Context: an optimization exercise on an open-source flow, tuned for small area and a short achievable clock period. The choices shown serve that exercise and are no tape-out recipe.
Function was checked by simulation only, so behaviour that the tests miss may differ from the original.
Power figures rest on the tool's default switching activity, not on a simulated workload.

==> build 61: inputs <==
==> flow/design.v <==
module regfile(
    input wire clk,
    input wire rst,
    input wire [4:0] readReg1,
    input wire [4:0] readReg2,
    input wire [4:0] writeReg,
    input wire [31:0] writeData,
    input wire regWrite,
    output reg [31:0] regOut1,
    output reg [31:0] regOut2
);
    wire [32*32-1:0] regs;
    reg [31:1] valid;
    wire [31:1] we;
    integer i;
    assign regs[31:0] = 32'b0;
    genvar g;
    generate
        for (g = 1; g < 32; g = g + 1) begin : r
            reg [31:0] q;
            assign we[g] = regWrite && (writeReg == g);
            always @(posedge clk)
                if (we[g]) q <= writeData;
            assign regs[g*32 +: 32] = q;
        end
    endgenerate
    always @(posedge clk or posedge rst) begin
        if (rst) valid <= 31'b0;
        else valid <= valid | we;
    end
    always @(*) begin
        regOut1 = 32'b0;
        regOut2 = 32'b0;
        for (i = 1; i < 32; i = i + 1) begin
            regOut1 = regOut1 | ({32{valid[i] && (readReg1 == i)}} & regs[i*32 +: 32]);
            regOut2 = regOut2 | ({32{valid[i] && (readReg2 == i)}} & regs[i*32 +: 32]);
        end
    end
endmodule
module cpu(input wire clk, input wire rst, output wire WB_RegWrite_O,
           output wire [31:0] imem_addr,
           input wire [31:0] imem_rdata,
           output wire [31:0] dmem_addr,
           output wire [31:0] dmem_wdata,
           output wire dmem_we,
           output wire dmem_re,
           input wire [31:0] dmem_rdata,
           output wire [4:0] wb_rd,
           output wire [31:0] wb_data);
    localparam [31:0] NOP = 32'h13;
    reg  [31:0] pc;
    reg  [31:0] id_pc;           
    reg  [31:0] id_ins;          
    reg  [31:0] ex_a;            
    reg  [31:0] ex_b;            
    reg         ex_fa_mem, ex_fa_wb, ex_fb_mem, ex_fb_wb;   
    reg  [4:0]  ex_rd;
    reg         ex_rw, ex_ld, ex_st, ex_br, ex_jalr;
    reg         ex_add, ex_sub, ex_slt, ex_xor, ex_or, ex_and, ex_sll, ex_srl, ex_sra;
    reg  [31:0] mem_out;
    reg  [11:0] mem_wd;          
    reg  [4:0]  mem_rd;
    reg         mem_rw, mem_ld, mem_st, mem_br;
    reg  [31:0] wb_d;            
    reg  [4:0]  wb_r;
    reg         wb_rw;
    wire [6:0] opc = id_ins[6:0];
    wire [4:0] rs1 = id_ins[19:15];
    wire [4:0] rs2 = id_ins[24:20];
    wire [4:0] rd  = id_ins[11:7];
    wire [2:0] f3  = id_ins[14:12];
    wire       f7  = id_ins[30];
    wire isR     = (opc == 7'b0110011);
    wire isI     = (opc == 7'b0010011);
    wire isLd    = (opc == 7'b0000011);
    wire isSt    = (opc == 7'b0100011);
    wire isBr    = (opc == 7'b1100011);
    wire isJal   = (opc == 7'b1101111);
    wire isLui   = (opc == 7'b0110111);
    wire isJalr  = (opc == 7'b1100111);
    wire isAuipc = (opc == 7'b0010111);
    wire jump     = isJal | isJalr;
    wire regWrite = isR | isI | isLd | isJal | isLui | isJalr | isAuipc;
    wire aluSrc   = isI | isLd | isSt | isLui | isJalr | isAuipc;
    wire opF      = isR | isI | isJal;       
    wire [31:0] iImm = {{20{id_ins[31]}}, id_ins[31:20]};
    wire [31:0] sImm = {{20{id_ins[31]}}, id_ins[31:25], id_ins[11:7]};
    wire [31:0] uImm = {id_ins[31:12], 12'b0};
    wire [31:0] jImm = {{12{id_ins[31]}}, id_ins[19:12], id_ins[20], id_ins[30:21], 1'b0};
    wire [31:0] bImm = isSt ? sImm : (isLui | isAuipc) ? uImm : iImm;
    wire stall = ex_ld & ((ex_rd == rs1) | (ex_rd == rs2));
    wire [31:0] rf1, rf2;
    regfile regFile(.clk(clk), .rst(rst),
                    .readReg1(rs1), .readReg2(rs2),
                    .writeReg(wb_r), .writeData(wb_d), .regWrite(wb_rw),
                    .regOut1(rf1), .regOut2(rf2));
    wire fa_mem = ex_rw & (ex_rd != 5'd0) & (ex_rd == rs1);
    wire fa_wb  = ~fa_mem & mem_rw & (mem_rd != 5'd0) & (mem_rd == rs1);
    wire fb_mem = ~aluSrc & ex_rw & (ex_rd != 5'd0) & (ex_rd == rs2);
    wire fb_wb  = ~aluSrc & ~fb_mem & mem_rw & (mem_rd != 5'd0) & (mem_rd == rs2);
    wire d_add = ~opF & ~isBr | opF & (f3 == 3'b000) & ~f7;
    wire d_sub = isBr | opF & (f3 == 3'b000) & f7;
    wire d_slt = opF & (f3[2:1] == 2'b01);
    wire d_xor = opF & (f3 == 3'b100);
    wire d_or  = opF & (f3 == 3'b110);
    wire d_and = opF & (f3 == 3'b111);
    wire d_sll = opF & (f3 == 3'b001);
    wire d_srl = opF & (f3 == 3'b101) & ~f7;
    wire d_sra = opF & (f3 == 3'b101) & f7;
    wire [31:0] jumpDest = id_pc + (opc[3] ? jImm : iImm);
    wire [31:0] a = ex_fa_mem ? mem_out : ex_fa_wb ? wb_d : ex_a;
    wire [31:0] b = ex_fb_mem ? mem_out : ex_fb_wb ? wb_d : ex_b;
    wire        subx = ex_sub | ex_slt;
    wire [32:0] sum33 = {a, 1'b1} + {b ^ {32{subx}}, subx};
    wire [31:0] sum = sum33[32:1];
    wire        lt = (a[31] ^ b[31]) ? a[31] : sum[31];
    function [31:0] rev32(input [31:0] x);
        integer k;
        for (k = 0; k < 32; k = k + 1) rev32[k] = x[31-k];
    endfunction
    wire [31:0] shin = ex_sll ? rev32(a) : a;
    wire        fill = ex_sra & a[31];
    wire [31:0] shr = $signed({fill, shin}) >>> b[4:0];
    wire [31:0] shl = rev32(shr);
    wire [31:0] ex_out = ({32{ex_add | ex_sub}} & sum)
                       | {31'b0, ex_slt & lt}
                       | ({32{ex_xor}} & (a ^ b))
                       | ({32{ex_or}}  & (a | b))
                       | ({32{ex_and}} & (a & b))
                       | ({32{ex_sll}} & shl)
                       | ({32{ex_srl | ex_sra}} & shr);
    wire brTaken = mem_br & (mem_out == 32'b0);
    wire [31:0] jalrTarget = (ex_a + mem_out) & ~32'h1;
    assign dmem_we    = mem_st;
    assign dmem_re    = mem_ld;
    assign dmem_addr  = mem_out;
    assign dmem_wdata = {{20{mem_wd[11]}}, mem_wd};
    assign WB_RegWrite_O = wb_rw;
    assign wb_rd   = wb_r;
    assign wb_data = wb_d;
    assign imem_addr = pc;
    always @(posedge clk or posedge rst) begin
        if (rst)
            pc <= 32'b0;
        else if (~stall) begin
            if (ex_jalr)      pc <= jalrTarget;
            else if (jump)    pc <= jumpDest;
            else if (~brTaken) pc <= pc + 32'd4;
        end
    end
    always @(posedge clk or posedge rst) begin
        if (rst)
            id_ins <= NOP;
        else if (~stall)
            id_ins <= jump ? NOP : imem_rdata;
    end
    always @(posedge clk) begin
        if (~stall) id_pc <= pc;
    end
    always @(posedge clk) begin
        ex_a      <= rf1;
        ex_b      <= aluSrc ? bImm : rf2;
        ex_fa_mem <= fa_mem;
        ex_fa_wb  <= fa_wb;
        ex_fb_mem <= fb_mem;
        ex_fb_wb  <= fb_wb;
        ex_rd     <= rd;
        mem_out   <= ex_out;
        mem_wd    <= ex_b[11:0];
        mem_rd    <= ex_rd;
        wb_d      <= mem_ld ? dmem_rdata : mem_out;
        wb_r      <= mem_rd;
    end
    always @(posedge clk or posedge rst) begin
        if (rst) begin
            ex_rw <= 1'b0; ex_ld <= 1'b0; ex_st <= 1'b0; ex_br <= 1'b0; ex_jalr <= 1'b0;
            ex_add <= 1'b0; ex_sub <= 1'b0; ex_slt <= 1'b0; ex_xor <= 1'b0; ex_or <= 1'b0;
            ex_and <= 1'b0; ex_sll <= 1'b0; ex_srl <= 1'b0; ex_sra <= 1'b0;
            mem_rw <= 1'b0; mem_ld <= 1'b0; mem_st <= 1'b0; mem_br <= 1'b0;
            wb_rw <= 1'b0;
        end else begin
            ex_rw   <= ~stall & regWrite;
            ex_ld   <= ~stall & isLd;
            ex_st   <= ~stall & isSt;
            ex_br   <= ~stall & isBr;
            ex_jalr <= ~stall & isJalr;
            ex_add  <= ~stall & d_add;
            ex_sub  <= ~stall & d_sub;
            ex_slt  <= ~stall & d_slt;
            ex_xor  <= ~stall & d_xor;
            ex_or   <= ~stall & d_or;
            ex_and  <= ~stall & d_and;
            ex_sll  <= ~stall & d_sll;
            ex_srl  <= ~stall & d_srl;
            ex_sra  <= ~stall & d_sra;
            mem_rw  <= ex_rw;
            mem_ld  <= ex_ld;
            mem_st  <= ex_st;
            mem_br  <= ex_br;
            wb_rw   <= mem_rw;
        end
    end
endmodule
==> flow/flow/run.sh <==
#!/bin/bash
# The standard layout (standard.sh), with timing repair asked to keep
# extra setup slack, allowed to resize across cell footprints, and plain
# buffers on the ports.
export SETUP_SLACK_MARGIN=14.6
export BUFFER_PORTS_ARGS="-buffer_cell sky130_fd_sc_hd__buf_2"
bash standard.sh MATCH_CELL_FOOTPRINT=0 finish > standard.log 2>&1
==> flow/standard.sh <==
#!/bin/bash
# synth_recipe.tcl (not shown) runs the flow's synth.tcl, then flattens the netlist and writes it again
# the make line also repeats each setting of config.mk as NAME=value (left out here)
make -C /OpenROAD-flow-scripts/flow DESIGN_CONFIG=/design/flow/config.mk WORK_HOME=/design/flow/orfs CLKGATE_MAP_FILE= SYNTH_SCRIPT=/design/flow/synth_recipe.tcl "${@:-finish}"
==> flow/config.mk <==
export PLATFORM = sky130hd
export DESIGN_NAME = cpu
export DESIGN_NICKNAME = cpu
export VERILOG_FILES = /design/flow/design.v
export SDC_FILE = /design/flow/constraint.sdc
export NUM_CORES = 4
export LEC_CHECK = 0
export CAP_MARGIN = 10
export CORE_MARGIN = 2
export CORE_UTILIZATION = 50
export CTS_CLUSTER_DIAMETER = 100
export CTS_CLUSTER_SIZE = 20
export PLACE_DENSITY = 0.65
export SLEW_MARGIN = 10
==> flow/constraint.sdc <==
create_clock -name core_clock -period 20.0 [get_ports {clk}]
set_input_delay 4.0000 -clock core_clock [delete_from_list [all_inputs] [get_ports {clk}]]
set_output_delay 4.0000 -clock core_clock [all_outputs]
set_load 0.01 [all_outputs]
==> trial 80: changes against build 61 <==
Settings changed: CAP_MARGIN 10 to 20, CORE_UTILIZATION 50 to 42, PLACE_DENSITY 0.65 to not set, SLEW_MARGIN 10 to 20.
==> notes <==
Trial 80 completed without violations. Build 61 completed and failed the layout checks on capacitance limit. Between trial 80 and build 61, the lower clock skew is in trial 80 (gap 0.0030 ns). In synthesized cell count, trial 80 and build 61 do not differ. Between trial 80 and build 61, the lower core utilization is in trial 80 (gap 8.6 points). Of trial 80 and build 61, trial 80 has the higher die area (gap 19%, measured against build 61). Of trial 80 and build 61, build 61 has the higher first-iteration DRC count (gap 9.3%, measured against build 61). Between trial 80 and build 61, the lower register-to-register slack is in build 61 (gap 0.08 ns). Combinational power: build 61 is lower than trial 80 (about 4%). Between build 61 and trial 80, the lower worst setup slack is in build 61 (gap 0.019 ns). Sequential share of layout area: trial 80 is lower than build 61 (0.45 points). Critical path depth is the same in trial 80 and build 61. Against trial 80, the final area of build 61 is smaller by about 0.9%.

port drivers added, routing unchanged:
The flow's constraints put no driver on any port. The routed layouts listed below were extracted and timed again, unchanged, in two steps. Step 1 (the two cells are an assumption about what drives the block):
set clk [get_ports {clk}]
set_driving_cell -lib_cell sky130_fd_sc_hd__clkbuf_16 $clk
set_driving_cell -lib_cell sky130_fd_sc_hd__buf_2 [delete_from_list [all_inputs] $clk]
Step 2, shift: input delay + t, output delay - t, t = (earliest + latest rising clock arrival at the registers) / 2. This alone moves slack from input paths to output paths. a / b / c = no drivers / after step 1 / after step 2; a / b = the first two.
run | t, ns | slack for setup (ns) | worst setup path at the end | pins driven straight from the clock port
build 61 | 0.784 | 14.577 / 14.495 / 14.228 | input, reset recovery | 1
trial 80 | 0.802 | 14.596 / 14.510 / 14.256 | input, reset recovery | 1
For build 61, which loses most, drivers alone change the setup slack by -0.082 ns; drivers and shift together by -0.349 ns. Setup slack includes reset recovery checks.
